What follows belongs to an exercise in optimizing a design on an open flow for small area and a short achievable clock period; a production flow would make more cautious choices.
Where RTL was checked, it was by simulation tests only, not by an equivalence proof against the original.
The clock input has no modelled driver; a real chip could not lean on it and would need a root buffer or a full tree.
No activity file was given, so power comes from the tool's default toggle rates.

Design radix_2_butterfly, start of the top module:
module radix_2_butterfly #(
    parameter DATA_WIDTH = 16
) (
    input  logic       clkIn,
    input  logic       rstIn,
    input  logic       enIn,
    input  logic       validIn,
    input  ComplexType dataIn,
    output logic       validOut,
    output ComplexType dataOut
);
Size in the first run: about 100 flip-flops.
clock: 3.0 ns
lec_check: 0
cap_margin: 20
core_margin: 2
core_utilization: 40
slew_margin: 20
standard.sh (not shown) runs the stock make flow with config.mk's settings and CLKGATE_MAP_FILE= SYNTH_SCRIPT=/design/flow/synth_recipe.tcl, a recipe that flattens the netlist after the stock synthesis.
==> flow/flow/run.sh <==
#!/bin/bash
# The standard layout with different knobs: no full/half adder
# extraction before ABC, ABC's delay-driven mapping script, resizing not
# limited to the same cell footprint, and a setup margin for repair_timing.
set -euo pipefail
bash standard.sh ADDER_MAP_FILE= ABC_AREA=1 MATCH_CELL_FOOTPRINT=0 SETUP_SLACK_MARGIN=1.10 finish > orfs_flow.log 2>&1
The first run finished with timing, DRC and antenna clean.
Next try:
==> flow/flow/run.sh (replaced) <==
#!/bin/bash
set -euo pipefail
bash standard.sh ADDER_MAP_FILE= finish > orfs_flow.log 2>&1
Settings changed: SETUP_SLACK_MARGIN set to 1.4.
=> The new run completed with no timing, DRC or antenna violations; core utilization rose by 8.3 points; routed wire length rose by 12%; sequential share of layout area drops by 4.5 points; global-route usage rose by 1.9 points; die area came out lower by about 3%; total power goes up by about 40%; maximum frequency drops by about 36%; final cell count drops by 17%; sequential cell count does not change; setup slack degrades by 1100 ps; via count drops by about 10%.
Next try:
==> flow/flow/run.sh (replaced) <==
#!/bin/bash
# The standard layout with different knobs: no full/half adder
# extraction before ABC, ABC's delay-driven mapping script, resizing not
# limited to the same cell footprint, and a setup margin for repair_timing.
set -euo pipefail
bash standard.sh ADDER_MAP_FILE= ABC_AREA=1 MATCH_CELL_FOOTPRINT=0 SETUP_SLACK_MARGIN=1.13 finish > orfs_flow.log 2>&1
Settings changed: SETUP_SLACK_MARGIN 1.4 to not set.
Outcome: Count of clock-buffer cells in the layout stays the same. Wire length is lower by 9.8%. Area after synthesis goes up by 3.4%. Total power went down by 28%. Hold slack gets worse by 44 ps. Via count is higher by 10%. Clock skew is about the same. Clock power went down by about 3%. Core utilization came out lower by 7.0 points. Sequential power is lower by 10%.
No functional check of the RTL was part of any run of this note.

east:
The RTL this note starts from:
==> flow/design.v <==
parameter REAL_DATA_WIDTH = 32;
typedef logic[REAL_DATA_WIDTH-1:0] RealDataType;
function automatic RealDataType unpackReal(input RealDataType arg, input int NUM_BITS);
    if (NUM_BITS > REAL_DATA_WIDTH) begin
        $error("Attempted to grab %d bits from %d bit RealDataType", NUM_BITS, REAL_DATA_WIDTH);
    end
    unpackReal = arg >> (REAL_DATA_WIDTH - NUM_BITS);
endfunction
function automatic RealDataType packReal(input RealDataType arg, input int NUM_BITS);
    if (NUM_BITS > REAL_DATA_WIDTH) begin
        $error("Attempted to pack %d bits in %d bit RealDataType", NUM_BITS, REAL_DATA_WIDTH);
    end
    packReal = arg << (REAL_DATA_WIDTH - NUM_BITS);
endfunction
typedef struct packed {
    RealDataType re;
    RealDataType im;
} ComplexType;
typedef logic[2*REAL_DATA_WIDTH-1:0] ComplexLogicType;
function automatic ComplexLogicType complexToLogic(input ComplexType arg);
    complexToLogic = {arg.im, arg.re};
endfunction
function automatic ComplexType logicToComplex(input ComplexLogicType arg);
    logicToComplex = {arg[2*REAL_DATA_WIDTH-1:REAL_DATA_WIDTH], arg[REAL_DATA_WIDTH-1:0]};
endfunction
`timescale 1ns/1ns
module radix_2_butterfly #(
    parameter DATA_WIDTH = 16
) (
    input  logic       clkIn,
    input  logic       rstIn,
    input  logic       enIn,
    input  logic       validIn,
    input  ComplexType dataIn,
    output logic       validOut,
    output ComplexType dataOut
);
    localparam int LW = DATA_WIDTH / 2;          
    localparam int HW = DATA_WIDTH + 1 - LW;     
    logic       stateR;      
    logic       bInvR;       
    logic [2:0] validR;
    always_ff @(posedge clkIn) begin
        if (rstIn) begin
            stateR <= 1'b0;
            validR <= 3'b000;
        end else if (enIn) begin
            if (validIn) stateR <= ~stateR;
            validR <= {validR[1:0], validIn};
        end
    end
    logic signed [DATA_WIDTH-1:0] inRe, inIm;
    assign inRe = dataIn[63 -: DATA_WIDTH];
    assign inIm = dataIn[31 -: DATA_WIDTH];
    function automatic logic [HW:0] prefixAdd(input logic [HW-1:0] a,
                                              input logic [HW-1:0] b,
                                              input logic cin);
        logic [HW-1:0] p, g, gg, pp, gn, pn;
        p  = a ^ b;
        g  = a & b;
        gg = g;
        pp = p;
        gg[0] = g[0] | (p[0] & cin);
        for (int l = 0; (1 << l) < HW; l++) begin
            gn = gg;
            pn = pp;
            for (int i = 0; i < HW; i++) begin
                if ((i >> l) & 1) begin
                    gn[i] = gg[i] | (pp[i] & gg[((i >> l) << l) - 1]);
                    pn[i] = pp[i] & pp[((i >> l) << l) - 1];
                end
            end
            gg = gn;
            pp = pn;
        end
        prefixAdd = {gg[HW-1], p ^ {gg[HW-2:0], cin}};
    endfunction
    function automatic logic lowCarry(input logic [LW-1:0] a,
                                      input logic [LW-1:0] b,
                                      input logic cin);
        logic [HW:0] s;
        s = prefixAdd(HW'(a), HW'(b), cin);
        lowCarry = s[LW];
    endfunction
    logic signed [DATA_WIDTH-1:0] x0ReR, x0ImR, aReR, aImR, bReR, bImR;
    logic                         cReR, cImR;
    logic signed [DATA_WIDTH:0]   outReR, outImR;
    logic [HW:0] lowRe, lowIm, highRe, highIm;
    assign lowRe  = prefixAdd(HW'(aReR[LW-1:0]), HW'(bReR[LW-1:0]), bInvR);
    assign lowIm  = prefixAdd(HW'(aImR[LW-1:0]), HW'(bImR[LW-1:0]), bInvR);
    assign highRe = prefixAdd({aReR[DATA_WIDTH-1], aReR[DATA_WIDTH-1:LW]},
                              {bReR[DATA_WIDTH-1], bReR[DATA_WIDTH-1:LW]}, cReR);
    assign highIm = prefixAdd({aImR[DATA_WIDTH-1], aImR[DATA_WIDTH-1:LW]},
                              {bImR[DATA_WIDTH-1], bImR[DATA_WIDTH-1:LW]}, cImR);
    always_ff @(posedge clkIn) begin
        if (enIn) begin
            if (stateR) begin
                aReR  <= x0ReR;
                aImR  <= x0ImR;
                bReR  <= inRe;
                bImR  <= inIm;
                bInvR <= 1'b0;
                cReR  <= lowCarry(x0ReR[LW-1:0], inRe[LW-1:0], 1'b0);
                cImR  <= lowCarry(x0ImR[LW-1:0], inIm[LW-1:0], 1'b0);
            end else begin
                x0ReR <= inRe;
                x0ImR <= inIm;
                bReR  <= ~bReR;
                bImR  <= ~bImR;
                bInvR <= ~bInvR;
                cReR  <= lowCarry(aReR[LW-1:0], ~bReR[LW-1:0], ~bInvR);
                cImR  <= lowCarry(aImR[LW-1:0], ~bImR[LW-1:0], ~bInvR);
            end
            outReR <= {highRe[HW-1:0], lowRe[LW-1:0]};
            outImR <= {highIm[HW-1:0], lowIm[LW-1:0]};
        end
    end
    assign dataOut.re = {outReR, {(32-DATA_WIDTH-1){1'b0}}};
    assign dataOut.im = {outImR, {(32-DATA_WIDTH-1){1'b0}}};
    assign validOut   = validR[2];
endmodule
==> flow/config.mk <==
export PLATFORM = sky130hd
export DESIGN_NAME = radix_2_butterfly
export DESIGN_NICKNAME = radix_2_butterfly
export VERILOG_FILES = /design/flow/design.v
export SDC_FILE = /design/flow/constraint.sdc
export NUM_CORES = 4
export LEC_CHECK = 0
export CAP_MARGIN = 20
export CORE_MARGIN = 2
export CORE_UTILIZATION = 40
export SLEW_MARGIN = 20
==> flow/constraint.sdc <==
create_clock -name core_clock -period 3.0 [get_ports {clkIn}]
set_input_delay 0.6000 -clock core_clock [delete_from_list [all_inputs] [get_ports {clkIn}]]
set_output_delay 0.6000 -clock core_clock [all_outputs]
set_load 0.01 [all_outputs]
==> flow/flow/run.sh <==
#!/bin/bash
# Layout flow: the standard ORFS flow (standard.sh) with these changes:
#  - synthesis: no full/half adder cell extraction before ABC (ADDER_MAP_FILE
#    empty) and ABC's delay-driven mapping script (ABC_AREA=1);
#  - resizing may change a cell's footprint (MATCH_CELL_FOOTPRINT=0);
#  - ports buffered with buf_2;
#  - repair_timing aims for SETUP_SLACK_MARGIN of slack;
#  - the clock tree is built by flow/cts_manual.tcl instead of TritonCTS:
#    the clock port drives 2 clkbuf_16, each driving 4 clkbuf_8, each
#    driving the flip-flops of one eighth of the core.
# Each step's output goes to a log file of its own in this folder.
set -euo pipefail
K=(ADDER_MAP_FILE= ABC_AREA=1 MATCH_CELL_FOOTPRINT=0 SETUP_SLACK_MARGIN=1.4
   "BUFFER_PORTS_ARGS=-buffer_cell sky130_fd_sc_hd__buf_2"
   CLK_NLEAF=8 CLK_NROOT=4 CLK_LEAF_CELL=sky130_fd_sc_hd__clkbuf_16)
bash standard.sh "${K[@]}" place > 1_synth_place.log 2>&1
bash standard.sh "${K[@]}" run RUN_SCRIPT="$PWD/flow/cts_manual.tcl" > 2_cts_manual.log 2>&1
bash standard.sh "${K[@]}" finish > 3_route_finish.log 2>&1
==> flow/flow/cts_manual.tcl <==
utl::set_metrics_stage "cts__{}"
source $::env(SCRIPTS_DIR)/load.tcl
erase_non_stage_variables cts
load_design 3_place.odb 3_place.sdc

set_dont_use $::env(DONT_USE_CELLS)

proc env_or { name default } {
  if { [info exists ::env($name)] } { return $::env($name) }
  return $default
}
set nleaf [env_or CLK_NLEAF 4]
set nroot [env_or CLK_NROOT 0]
set leafCell [env_or CLK_LEAF_CELL sky130_fd_sc_hd__clkbuf_16]
set rootCell [env_or CLK_ROOT_CELL sky130_fd_sc_hd__clkbuf_16]

set db [ord::get_db]
set block [ord::get_db_block]
set clkNet [$block findNet clkIn]

# split a list of {x y payload} into n groups of equal size
proc split_groups { items n } {
  set groups [list $items]
  set axis 0
  while { [llength $groups] < $n } {
    set out {}
    foreach g $groups {
      set s [lsort -integer -index $axis $g]
      set h [expr {[llength $s] / 2}]
      lappend out [lrange $s 0 [expr {$h - 1}]] [lrange $s $h end]
    }
    set groups $out
    set axis [expr {1 - $axis}]
  }
  return $groups
}

proc centre { g } {
  set sx 0
  set sy 0
  foreach s $g {
    set sx [expr {$sx + [lindex $s 0]}]
    set sy [expr {$sy + [lindex $s 1]}]
  }
  set n [llength $g]
  return [list [expr {$sx / $n}] [expr {$sy / $n}]]
}

# make buffer name of cell at (x, y) driving the pins in items from net in
proc make_buffer { name cell x y items inNet } {
  set db [ord::get_db]
  set block [ord::get_db_block]
  set master [$db findMaster $cell]
  set inst [odb::dbInst_create $block $master $name]
  set net [odb::dbNet_create $block "net_$name"]
  $net setSigType CLOCK
  [$inst findITerm A] connect $inNet
  [$inst findITerm X] connect $net
  foreach s $items {
    set it [lindex $s 2]
    $it disconnect
    $it connect $net
  }
  $inst setLocation [expr {$x - [$master getWidth] / 2}] [expr {$y - [$master getHeight] / 2}]
  $inst setPlacementStatus PLACED
  puts "manual cts: $name ($cell) drives [llength $items] pins around ($x, $y)"
  return [$inst findITerm A]
}

set sinks {}
foreach it [$clkNet getITerms] {
  set bb [[$it getInst] getBBox]
  lappend sinks [list [expr {([$bb xMin] + [$bb xMax]) / 2}] \
                      [expr {([$bb yMin] + [$bb yMax]) / 2}] $it]
}
puts "manual cts: [llength $sinks] sinks, $nleaf leaf buffers, $nroot root buffers"

set leaves {}
set k 0
foreach g [split_groups $sinks $nleaf] {
  lassign [centre $g] cx cy
  set a [make_buffer "clkbuf_leaf_$k" $leafCell $cx $cy $g $clkNet]
  lappend leaves [list $cx $cy $a]
  incr k
}
if { $nroot > 0 } {
  set k 0
  foreach g [split_groups $leaves $nroot] {
    lassign [centre $g] cx cy
    make_buffer "clkbuf_root_$k" $rootCell $cx $cy $g $clkNet
    incr k
  }
}
$clkNet setSigType CLOCK

set_propagated_clock [all_clocks]
estimate_parasitics -placement

set_placement_padding -global \
  -left $::env(CELL_PAD_IN_SITES_DETAIL_PLACEMENT) \
  -right $::env(CELL_PAD_IN_SITES_DETAIL_PLACEMENT)
detailed_placement
estimate_parasitics -placement
report_clock_latency
report_clock_skew

if { !$::env(SKIP_CTS_REPAIR_TIMING) } {
  repair_timing_helper
  detailed_placement
  check_placement -verbose
}

report_metrics 4 "cts final"

orfs_write_db $::env(RESULTS_DIR)/4_1_cts.odb
orfs_write_sdc $::env(RESULTS_DIR)/4_cts.sdc
east ended with every stage complete and zero timing, DRC or antenna violations.
Modified inputs, north compared to east
--- a/flow/flow/run.sh
+++ b/flow/flow/run.sh
@@ -12,5 +12,5 @@
 set -euo pipefail
-K=(ADDER_MAP_FILE= ABC_AREA=1 MATCH_CELL_FOOTPRINT=0 SETUP_SLACK_MARGIN=1.4
+K=(ADDER_MAP_FILE= ABC_AREA=1 MATCH_CELL_FOOTPRINT=0 SETUP_SLACK_MARGIN=1.4 CORE_UTILIZATION=70
    "BUFFER_PORTS_ARGS=-buffer_cell sky130_fd_sc_hd__buf_2"
-   CLK_NLEAF=8 CLK_NROOT=4 CLK_LEAF_CELL=sky130_fd_sc_hd__clkbuf_16)
+   CLK_NLEAF=8 CLK_NROOT=2 CLK_LEAF_CELL=sky130_fd_sc_hd__clkbuf_8)
 bash standard.sh "${K[@]}" place > 1_synth_place.log 2>&1
==> comparison <==
- Compared with east, in north via count moved up; power moved down.
- north closes out successfully: all stages finished, all timing, DRC and antenna checks passed.
- The die of north is smaller than the one used in east.
- The faster design of the two is east; north tops out lower.
- Switching component of the power on north is ahead of east.
- The tightest hold margin was comparable across north and east.
- Area: north vs east -> north smaller
- Against east, north reports a number of buffers and inverters on the critical path that is higher.
- In the metrics for north and east, the one carrying the lower final design utilization is east.
In every run of this note, the design's own scripts or RTL, not TritonCTS, make the clock network.

cedar:
// radix_2_butterfly: RTL as listed in full above, without the edits since
export LEC_CHECK = 0
export CAP_MARGIN = 20
export CORE_MARGIN = 2
export CORE_UTILIZATION = 40
export SLEW_MARGIN = 20
create_clock -name core_clock -period 3.0 [get_ports {clkIn}]
==> flow/flow/run.sh <==
#!/bin/bash
# Layout flow: the standard ORFS flow (standard.sh) with these changes:
#  - synthesis: no full/half adder cell extraction before ABC (ADDER_MAP_FILE
#    empty) and ABC's delay-driven mapping script (ABC_AREA=1);
#  - resizing may change a cell's footprint (MATCH_CELL_FOOTPRINT=0);
#  - ports buffered with buf_2;
#  - repair_timing aims for SETUP_SLACK_MARGIN of slack;
#  - the clock tree is built by flow/cts_manual.tcl (the clock port drives
#    4 clkbuf_16, each driving the flip-flops of one quarter of the core)
#    instead of TritonCTS.
# Each step's output goes to a log file of its own in this folder.
set -euo pipefail
K=(ADDER_MAP_FILE= ABC_AREA=1 MATCH_CELL_FOOTPRINT=0 SETUP_SLACK_MARGIN=1.6
   "BUFFER_PORTS_ARGS=-buffer_cell sky130_fd_sc_hd__buf_2")
bash standard.sh "${K[@]}" place > 1_synth_place.log 2>&1
bash standard.sh "${K[@]}" run RUN_SCRIPT="$PWD/flow/cts_manual.tcl" > 2_cts_manual.log 2>&1
bash standard.sh "${K[@]}" finish > 3_route_finish.log 2>&1
Other scripts of this flow, unchanged in this note and not shown: flow/flow/cts_manual.tcl
Modified inputs, yarrow compared to cedar
diff --git a/flow/flow/run.sh b/flow/flow/run.sh
--- a/flow/flow/run.sh
+++ b/flow/flow/run.sh
@@ -12,3 +12,3 @@
 set -euo pipefail
-K=(ADDER_MAP_FILE= ABC_AREA=1 MATCH_CELL_FOOTPRINT=0 SETUP_SLACK_MARGIN=1.6
+K=(ADDER_MAP_FILE= ABC_AREA=1 MATCH_CELL_FOOTPRINT=0 SETUP_SLACK_MARGIN=1.3
    "BUFFER_PORTS_ARGS=-buffer_cell sky130_fd_sc_hd__buf_2")
==> comparison <==
- Going from cedar to yarrow, half-perimeter wire length after placement shrank slightly.
- Re register-to-register slack: cedar and yarrow aren't equal, and the higher value belongs to cedar.
- Per the comparison of yarrow with cedar, number of cells after detailed placement saw little to no change; routed wire length moved down; worst path required time roughly the same; power has decreased.
## Diff of input files: willow against yarrow
diff --git a/flow/flow/run.sh b/flow/flow/run.sh
--- a/flow/flow/run.sh
+++ b/flow/flow/run.sh
@@ -12,3 +12,3 @@
 set -euo pipefail
-K=(ADDER_MAP_FILE= ABC_AREA=1 MATCH_CELL_FOOTPRINT=0 SETUP_SLACK_MARGIN=1.3
+K=(ADDER_MAP_FILE= ABC_AREA=1 MATCH_CELL_FOOTPRINT=0 SETUP_SLACK_MARGIN=1.2
    "BUFFER_PORTS_ARGS=-buffer_cell sky130_fd_sc_hd__buf_2")
==> comparison <==
- Hold slack: yarrow vs willow, no meaningful difference
- Cmp willow and yarrow / final non-filler cell area / lower: willow
- Looking at transition time at the pin with the least slew margin across willow and yarrow, the one that comes out higher is willow.
- willow vs yarrow on critical path depth: willow is the lower one.
- From yarrow to willow the numbers moved as follows: portion of total power attributed to combinational logic has decreased, area of combinational cells with multiple inputs essentially unchanged, via total after detailed routing held, overall power of the completed layout roughly the same, total wire length neither gained nor lost much.
[inputs] indigo vs willow
diff --git a/flow/flow/run.sh b/flow/flow/run.sh
--- a/flow/flow/run.sh
+++ b/flow/flow/run.sh
@@ -12,3 +12,3 @@
 set -euo pipefail
-K=(ADDER_MAP_FILE= ABC_AREA=1 MATCH_CELL_FOOTPRINT=0 SETUP_SLACK_MARGIN=1.2
+K=(ADDER_MAP_FILE= ABC_AREA=1 MATCH_CELL_FOOTPRINT=0 SETUP_SLACK_MARGIN=1.4 CORE_UTILIZATION=70
    "BUFFER_PORTS_ARGS=-buffer_cell sky130_fd_sc_hd__buf_2")
- Re post-synthesis register bit count: no difference whatsoever between willow and indigo.
- Final total power delta (willow -> indigo): insignificant
- Compared with willow, placement density in the core of indigo is higher.
- Maximum fanout count along the critical path ends up higher on willow.
- Per the comparison of indigo with willow, cell count after placement moved down; layout cell share with drive strength beyond 1 now sits higher; share of the clock period used by the worst path after layout has decreased.
- The layout filler cell count in indigo was lower than what willow gave.
- After detailed routing, willow needs more wire than indigo.
### indigo -> umber
diff --git a/flow/flow/run.sh b/flow/flow/run.sh
--- a/flow/flow/run.sh
+++ b/flow/flow/run.sh
@@ -12,3 +12,3 @@
 set -euo pipefail
-K=(ADDER_MAP_FILE= ABC_AREA=1 MATCH_CELL_FOOTPRINT=0 SETUP_SLACK_MARGIN=1.4 CORE_UTILIZATION=70
+K=(ADDER_MAP_FILE= ABC_AREA=1 MATCH_CELL_FOOTPRINT=0 SETUP_SLACK_MARGIN=1.4 CORE_UTILIZATION=60
    "BUFFER_PORTS_ARGS=-buffer_cell sky130_fd_sc_hd__buf_2")
## What came out
umber went all the way through synthesis, placement and routing and the layout is clean on timing, DRC and antenna. Part of the total power dissipated in combinational logic delta (indigo -> umber): insignificant. umber: worst stage delay on the critical path is 0.18 ns higher than what indigo reported. Compared with indigo, in umber site row count moved up, setup slack moved up.
No run of this note takes its clock network from TritonCTS; it comes from the design's own scripts or RTL.

## separate check: timing with driven ports
Ports are ideal in the flow. The routed layouts listed here were re-timed in OpenROAD.
Step 1 sets driving cells, clkbuf_16 on the clock port and buf_2 on the other inputs (assumed; they add their load-dependent delay and slew).
Step 2 moves the port delays by t, midway between the first and last clock arrival at a register: inputs arrive t later, outputs are due t later. That takes back most of the time a late clock gives input paths.
Slacks: ideal ports / drivers / drivers and shift; pairs: ideal ports / drivers.
run	t (ns)	slack for setup (ns)	worst data-port slew with drivers (ns)
the first run of note 1	0.389	1.145 / 1.106 / 1.068	0.05
the second run of note 1	0.389	0.088 / 0.088 / 0.088	0.07
the third run of note 1	0.389	1.176 / 1.135 / 1.072	0.06
east	0.352	1.521 / 1.466 / 1.294	0.05
north	0.350	1.466 / 1.466 / 1.168	0.05
cedar	0.265	1.503 / 1.503 / 1.343	0.05
yarrow	0.260	1.435 / 1.435 / 1.289	0.05
willow	0.260	1.315 / 1.373 / 1.113	0.05
indigo	0.252	1.465 / 1.481 / 1.272	0.05
umber	0.262	1.474 / 1.474 / 1.275	0.05
After both steps every run listed still meets setup and hold. For north, which loses most, drivers alone change the setup slack by 0.000 ns; drivers and shift together by -0.298 ns.
